From an optimization exercise on the open Yosys and OpenROAD flow, aimed at small area; shortcuts taken in it are not production practice.
The RTL was checked by simulation tests, not by an equivalence proof against the original design.
Power and IR drop assume default switching activity.

==> flow/design.v <==
module clk_div_4 (
  input  wire       clk,
  input  wire       rst,
  output reg  [9:0] c,
  output wire [9:0] c_inc       
);
  inc #(.W(10)) c_step (.a(c), .ci(1'b1), .s(c_inc), .co());
  always @(posedge clk) begin
    if (rst)
      c <= 10'd2;
    else
      c <= c_inc;
  end
endmodule
module inc #(
  parameter W = 8
) (
  input  wire [W-1:0] a,
  input  wire         ci,
  output wire [W-1:0] s,
  output wire         co
);
  wire [W:0] cy;
  assign cy[0] = ci;
  genvar i;
  generate
    for (i = 0; i < W; i = i + 1) begin : bit_
      assign s[i]    = a[i] ^ cy[i];
      assign cy[i+1] = a[i] & cy[i];
    end
  endgenerate
  assign co = cy[W];
endmodule
module rca #(
  parameter W = 4
) (
  input  wire [W-1:0] a,
  input  wire [W-1:0] b,
  input  wire         ci,
  output wire [W-1:0] s,
  output wire         co
);
  wire [W:0] cy;
  assign cy[0] = ci;
  genvar i;
  generate
    for (i = 0; i < W; i = i + 1) begin : bit_
      assign s[i]    = a[i] ^ b[i] ^ cy[i];
      assign cy[i+1] = (a[i] & b[i]) | (cy[i] & (a[i] ^ b[i]));
    end
  endgenerate
  assign co = cy[W];
endmodule
module word_clk (
  input  wire        clk,
  input  wire        fresh,     
  input  wire        wrap,      
  input  wire [1:0]  ph,
  input  wire [7:0]  p,         
  input  wire [7:0]  e,         
  output wire [3:0]  w0d,       
  output wire [3:0]  w1d,
  output wire [3:0]  w2d
);
  reg  [3:0] r0, r1, r2, r3;    
  reg        ca, cb, cc;
  wire       ph0 = (ph == 2'd0);
  wire [8:0] dl;
  assign dl[0] = p[0];
  inc #(.W(7)) dl_inc (.a(p[7:1]), .ci(1'b1), .s(dl[7:1]), .co(dl[8]));
  reg [3:0] da, ka, ke;
  always @(*) begin
    case (ph)
      2'd0:    begin da = dl[3:0];       ka = 4'h2; ke = 4'h1;   end
      2'd1:    begin da = dl[7:4];       ka = 4'h4; ke = 4'h8;   end
      2'd2:    begin da = {3'd0, dl[8]}; ka = 4'h1; ke = e[3:0]; end
      default: begin da = 4'd0;          ka = 4'h2; ke = e[7:4]; end
    endcase
  end
  wire [3:0] a_h = fresh ? ka : r0;
  wire [3:0] a_s;
  wire       a_c, b_c, c_c;
  rca #(.W(4)) a_add (.a(a_h), .b(da), .ci(ca & ~ph0), .s(a_s), .co(a_c));
  rca #(.W(4)) b_add (.a(a_h), .b(ke), .ci(cb & ~ph0), .s(w2d), .co(b_c));
  rca #(.W(4)) c_add (.a(~a_h), .b(~w2d), .ci(cc | ph0), .s(w1d), .co(c_c));
  always @(posedge clk) begin
    r0 <= r1; r1 <= r2; r2 <= r3; r3 <= wrap ? 4'd0 : a_s; ca <= a_c;
    cb <= b_c;
    cc <= c_c;
  end
  assign w0d = a_h;
endmodule
module data_adc (
  input     wire     clk,
  input     wire     mclk_rise,
  input     wire     data_in_i,
  input     wire     data_in_u,
  output    reg      mdat_i,
  output    reg      mdat_u
);
  always @(posedge clk) begin
    if (mclk_rise) begin
      mdat_i <= data_in_i;
      mdat_u <= data_in_u;
    end
  end
endmodule
module acc_ring (
  input  wire       clk,
  input  wire       ph0,
  input  wire [3:0] lo_in,      
  input  wire [1:0] hi_in,      
  input  wire       hi_c0,      
  input  wire [3:0] wd,         
  input  wire       ci0,        
  output reg  [3:0] l0, l1, l2, l3,
  output reg  [1:0] h0, h1, h2, h3,
  output reg        cl
);
  reg        ch;
  wire [3:0] ls;
  wire [1:0] hs;
  wire       lc, hc;
  rca #(.W(4)) lo_add (.a(lo_in), .b(wd), .ci(ph0 ? ci0 : cl), .s(ls), .co(lc));
  inc #(.W(2)) hi_add (.a(hi_in), .ci(ph0 ? hi_c0 : ch), .s(hs), .co(hc));
  always @(posedge clk) begin
    l0 <= l1; l1 <= l2; l2 <= l3; l3 <= ls; cl <= lc;
    h0 <= h1; h1 <= h2; h2 <= h3; h3 <= hs; ch <= hc;
  end
endmodule
module filter_sinc3 (
  input             clk,
  input             rst,
  input             fresh,
  input             pass,
  input             ph0,                    
  input             mdata1,                 
  input             word_rise,              
  input             clr,                    
  input             ins,                    
  input      [1:0]  ph,
  input      [3:0]  w0d,                    
  input      [3:0]  w1d,
  input      [3:0]  w2d,
  output reg [15:0] DATA                    
);
  wire [3:0] nl0, nl1, nl2, nl3, ml0, ml1, ml2, ml3, ol0, ol1, ol2, ol3;
  wire [1:0] nh0, nh1, nh2, nh3, mh0, mh1, mh2, mh3, oh0, oh1, oh2, oh3;
  wire       ncl, mcl, ocl;
  reg [3:0]  q0, q1, q2, q3, q4, q5, q6, q7, q8, q9, q10, q11;
  reg        full_r;
  wire x  = mdata1;
  wire zn = fresh | pass;
  acc_ring a_new (
    .clk(clk), .ph0(ph0),
    .lo_in(zn ? 4'd0 : nl0), .hi_in(zn ? 2'd0 : nh0), .hi_c0(~zn & ncl),
    .wd(x ? w0d : 4'd0), .ci0(x),
    .l0(nl0), .l1(nl1), .l2(nl2), .l3(nl3), .h0(nh0), .h1(nh1), .h2(nh2), .h3(nh3), .cl(ncl)
  );
  acc_ring a_mid (
    .clk(clk), .ph0(ph0),
    .lo_in(fresh ? 4'd0 : pass ? nl0 : ml0), .hi_in(fresh ? 2'd0 : pass ? nh0 : mh0),
    .hi_c0(~fresh & (pass ? ncl : mcl)),
    .wd(x ? w1d : 4'd0), .ci0(1'b0),
    .l0(ml0), .l1(ml1), .l2(ml2), .l3(ml3), .h0(mh0), .h1(mh1), .h2(mh2), .h3(mh3), .cl(mcl)
  );
  acc_ring a_old (
    .clk(clk), .ph0(ph0),
    .lo_in(fresh ? 4'd0 : pass ? ml0 : ol0), .hi_in(fresh ? 2'd0 : pass ? mh0 : oh0),
    .hi_c0(~fresh & (pass ? mcl : ocl)),
    .wd(x ? w2d : 4'd0), .ci0(1'b0),
    .l0(ol0), .l1(ol1), .l2(ol2), .l3(ol3), .h0(oh0), .h1(oh1), .h2(oh2), .h3(oh3), .cl(ocl)
  );
  wire       zero = ~|{ol0, ol1, ol2, ol3, oh0, oh1, oh2, oh3};
  wire       full = (ph == 2'd3) ? zero & mh0[1] : full_r;
  always @(posedge clk) begin
    if (word_rise)
      full_r <= zero & mh0[1];
  end
  reg [3:0] wd;
  always @(*) begin
    case (ph)
      2'd3:    wd = {oh2, oh1};
      2'd0:    wd = {oh3, oh2};
      default: wd = ol1;
    endcase
  end
  always @(posedge clk) begin
    q0 <= q1; q1 <= q2; q2 <= q3; q3 <= q4; q4 <= q5; q5 <= q6;
    q6 <= q7; q7 <= q8; q8 <= q9; q9 <= q10; q10 <= q11;
    q11 <= ins ? (wd | {4{full}}) : (q0 & {4{~clr}});
  end
  always @(posedge clk) begin
    if (rst)
      DATA <= 0;
    else if (word_rise)
      DATA <= {q1, q0, q3, q2};
  end
endmodule
module uart_tx (
  input  wire       clk,
  input  wire       rst,
  output reg        tx,
  input  wire       tx_valid,
  input  wire [7:0] tx_data
);
  reg  [3:0] bits;
  reg  [2:0] low;
  reg  [7:0] cnt;
  wire [7:0] cnt_inc = {cnt[6:0], ~(cnt[7] ^ cnt[5] ^ cnt[4] ^ cnt[3])};
  wire [3:0] bits_inc;
  wire idle    = (bits == 4'd0);
  wire bit_end = (cnt == 8'hB7);
  inc #(.W(4)) bits_step (.a(bits), .ci(1'b1), .s(bits_inc), .co());
  always @(posedge clk) begin
    if (rst) begin
      bits <= 4'd0;
      cnt  <= 8'd0;
    end else if (idle) begin
      if (tx_valid)
        bits <= 4'd1;
    end else if (bit_end) begin
      bits <= (bits == 4'd10) ? 4'd0 : bits_inc;
      cnt  <= 8'd0;
    end else begin
      cnt  <= cnt_inc;
    end
  end
  always @(posedge clk) begin
    if (idle)
      low <= tx_data[2:0];
  end
  always @(*) begin
    case (bits)
      4'd1:    tx = 1'b0;
      4'd2:    tx = tx_data[7];
      4'd3:    tx = tx_data[6];
      4'd4:    tx = tx_data[5];
      4'd5:    tx = tx_data[4];
      4'd6:    tx = tx_data[3];
      4'd7:    tx = low[2];
      4'd8:    tx = low[1];
      4'd9:    tx = low[0];
      default: tx = 1'b1;
    endcase
  end
endmodule
module top #(
  parameter WIDTH = 16
  ) (
    input                 clk,               
    input                 rst,               
    input                 data_in_i,         
    input                 data_in_u,         
    output                mclkin,            
    output                word_clk,          
    output [WIDTH - 1 :0] data_i,            
    output [WIDTH - 1 :0] data_u,            
    output                data_tx            
);
  wire [9:0]  c;
  wire [9:0]  c_inc;
  wire        mdat_i, mdat_u;
  wire [3:0]  w0d, w1d, w2d;
  reg         clr;
  clk_div_4 gen_timing (.clk(clk), .rst(rst), .c(c), .c_inc(c_inc));
  assign mclkin   = ~c[1];
  assign word_clk = c[9];
  wire [1:0] ph  = c[1:0];
  wire mclk_rise = (ph == 2'd3);               
  wire ph0       = (ph == 2'd0);
  wire word_rise = (c == 10'd511);             
  wire [7:0] p   = {~c[9], c[8:2]};            
  wire pass      = (p == 8'd0);                
  wire wrap      = (p == 8'd255);              
  wire ins       = word_rise | (pass & (ph != 2'd3));   
  wire [7:0] e;
  wire [3:0] c_lo_inc;
  inc #(.W(4)) e_inc (.a(c[5:2]), .ci(1'b1), .s(c_lo_inc), .co());
  assign e = ~{c_inc[9:6], c_lo_inc};
  always @(posedge clk) begin
    if (rst)
      clr <= 1'b1;
    else if (word_rise)
      clr <= 1'b0;
  end
  wire fresh = clr & (c[9:3] == 7'd0);
  word_clk gen_weights (
    .clk(clk), .fresh(fresh), .wrap(wrap), .ph(ph), .p(p), .e(e),
    .w0d(w0d), .w1d(w1d), .w2d(w2d)
  );
  data_adc SIGMA_DELTA_DATA (
    .clk(clk),
    .mclk_rise(mclk_rise),
    .data_in_i(data_in_i),
    .data_in_u(data_in_u),
    .mdat_i(mdat_i),
    .mdat_u(mdat_u)
  );
  filter_sinc3 data_filter_I (
    .clk(clk), .rst(rst), .fresh(fresh), .pass(pass), .ph0(ph0), .mdata1(mdat_i),
    .word_rise(word_rise), .clr(clr), .ins(ins), .ph(ph), .w0d(w0d), .w1d(w1d), .w2d(w2d), .DATA(data_i)
  );
  filter_sinc3 data_filter_U (
    .clk(clk), .rst(rst), .fresh(fresh), .pass(pass), .ph0(ph0), .mdata1(mdat_u),
    .word_rise(word_rise), .clr(clr), .ins(ins), .ph(ph), .w0d(w0d), .w1d(w1d), .w2d(w2d), .DATA(data_u)
  );
  uart_tx send_data (
    .clk(clk),
    .rst(rst),
    .tx(data_tx),
    .tx_valid(word_clk),
    .tx_data(data_i[7:0])
  );
endmodule
==> flow/config.mk <==
export PLATFORM = sky130hd
export DESIGN_NAME = top
export DESIGN_NICKNAME = top
export VERILOG_FILES = /design/flow/design.v
export SDC_FILE = /design/flow/constraint.sdc
export NUM_CORES = 4
export LEC_CHECK = 0
export CAP_MARGIN = 20
export CORE_MARGIN = 2
export CORE_UTILIZATION = 40
export CTS_BUF_LIST = sky130_fd_sc_hd__clkbuf_4
export CTS_CLUSTER_DIAMETER = 40
export CTS_CLUSTER_SIZE = 10
export SLEW_MARGIN = 20
==> flow/constraint.sdc <==
create_clock -name core_clock -period 10.0 [get_ports {clk}]
set_input_delay 2.0000 -clock core_clock [delete_from_list [all_inputs] [get_ports {clk}]]
set_output_delay 2.0000 -clock core_clock [all_outputs]
set_load 0.01 [all_outputs]
standard.sh (not shown) runs the stock make flow with config.mk's settings and CLKGATE_MAP_FILE= SYNTH_SCRIPT=/design/flow/synth_recipe.tcl, a recipe that flattens the netlist after the stock synthesis.
==> flow/flow/run.sh <==
#!/bin/bash
# Standard layout (the standard.sh: standard synthesis, floorplan, power
# grid, placement, CTS, routing) with three settings changed:
#  - the clock tree is built from clkbuf_4 in clusters of at most 10 sinks,
#    without dummy loads;
#  - ports are buffered with buf_1 instead of the resizer's default choice;
#  - buffers inserted by ABC are removed before placement (repair_design
#    puts back what max slew/cap/fanout need).
# The full make output goes to run.log in the work folder; the ORFS logs
# of each step are under orfs/logs/.
set -euo pipefail
cd "$(dirname "$0")/.."
bash standard.sh \
  "CTS_ARGS=-sink_clustering_enable -repair_clock_nets -sink_clustering_size 10 -sink_clustering_max_diameter 40 -buf_list sky130_fd_sc_hd__clkbuf_4 -dont_use_dummy_load" \
  "BUFFER_PORTS_ARGS=-buffer_cell sky130_fd_sc_hd__buf_1" \
  "REMOVE_ABC_BUFFERS=1" \
  finish > run.log 2>&1
==> next run, changes <==
--- a/flow/design.v
+++ b/flow/design.v
@@ -200,49 +200,34 @@
 module uart_tx (
   input  wire       clk,
   input  wire       rst,
+  input  wire [9:0] c,
   output reg        tx,
-  input  wire       tx_valid,
   input  wire [7:0] tx_data
 );
-  reg  [3:0] bits;
+  reg        odd;
   reg  [2:0] low;
-  reg  [7:0] cnt;
-  wire [7:0] cnt_inc = {cnt[6:0], ~(cnt[7] ^ cnt[5] ^ cnt[4] ^ cnt[3])};
-  wire [3:0] bits_inc;
-  wire idle    = (bits == 4'd0);
-  wire bit_end = (cnt == 8'hB7);
-  inc #(.W(4)) bits_step (.a(bits), .ci(1'b1), .s(bits_inc), .co());
+  wire [10:0] t = {odd, c};
   always @(posedge clk) begin
-    if (rst) begin
-      bits <= 4'd0;
-      cnt  <= 8'd0;
-    end else if (idle) begin
-      if (tx_valid)
-        bits <= 4'd1;
-    end else if (bit_end) begin
-      bits <= (bits == 4'd10) ? 4'd0 : bits_inc;
-      cnt  <= 8'd0;
-    end else begin
-      cnt  <= cnt_inc;
-    end
+    if (rst)
+      odd <= 1'b0;
+    else if (c == 10'd1023)
+      odd <= ~odd;
   end
   always @(posedge clk) begin
-    if (idle)
+    if (!odd && c[9])
       low <= tx_data[2:0];
   end
   always @(*) begin
-    case (bits)
-      4'd1:    tx = 1'b0;
-      4'd2:    tx = tx_data[7];
-      4'd3:    tx = tx_data[6];
-      4'd4:    tx = tx_data[5];
-      4'd5:    tx = tx_data[4];
-      4'd6:    tx = tx_data[3];
-      4'd7:    tx = low[2];
-      4'd8:    tx = low[1];
-      4'd9:    tx = low[0];
-      default: tx = 1'b1;
-    endcase
+    if (t < 11'd513 || t >= 11'd1971) tx = 1'b1;
+    else if (t < 11'd675)  tx = 1'b0;
+    else if (t < 11'd837)  tx = tx_data[7];
+    else if (t < 11'd999)  tx = tx_data[6];
+    else if (t < 11'd1161) tx = tx_data[5];
+    else if (t < 11'd1323) tx = tx_data[4];
+    else if (t < 11'd1485) tx = tx_data[3];
+    else if (t < 11'd1647) tx = low[2];
+    else if (t < 11'd1809) tx = low[1];
+    else                   tx = low[0];
   end
 endmodule
 module top #(
@@ -308,8 +293,8 @@
   uart_tx send_data (
     .clk(clk),
     .rst(rst),
+    .c(c),
     .tx(data_tx),
-    .tx_valid(word_clk),
     .tx_data(data_i[7:0])
   );
 endmodule
Outcome: First-iteration DRC count rose by about a fifth. Utilization fell by 0.54 points. Final area fell slightly. Setup slack degrades by 0.27 ns. Sequential share of layout area fell by 1.1 points. Critical path depth rose by 3. Power fell by a few percent. Worst hold slack improves by 0.053 ns. Fmax fell by a few percent. Synthesized area fell slightly. Die area fell slightly. Sequential cell count fell by 11.

[separate check: timing with driven ports]
In the flow no input, the clock included, has a driving cell. The finished layouts below were timed again as built, in two steps.
Step 1 assumes that a clkbuf_16 drives the clock port and a buf_2 every other input.
Step 2 adds t to the input delays and takes it off the output delays; t is the mean of the earliest and latest rising clock arrival at the registers after step 1. Input paths then give back, and output paths get back, about the clock's delay inside the block.
a / b / c = no drivers / after step 1 / after step 2; a / b = the first two.
| run | t, ns | setup slack, ns | worst setup path at the end | worst data-port slew with drivers (ns) |
|---|---|---|---|---|
| the first run | 0.648 | 4.993 / 4.993 / 4.993 | register to register | 0.04 |
| the second run | 0.623 | 4.727 / 4.727 / 4.727 | register to register | 0.06 |
After both steps setup and hold are still met in every run listed.
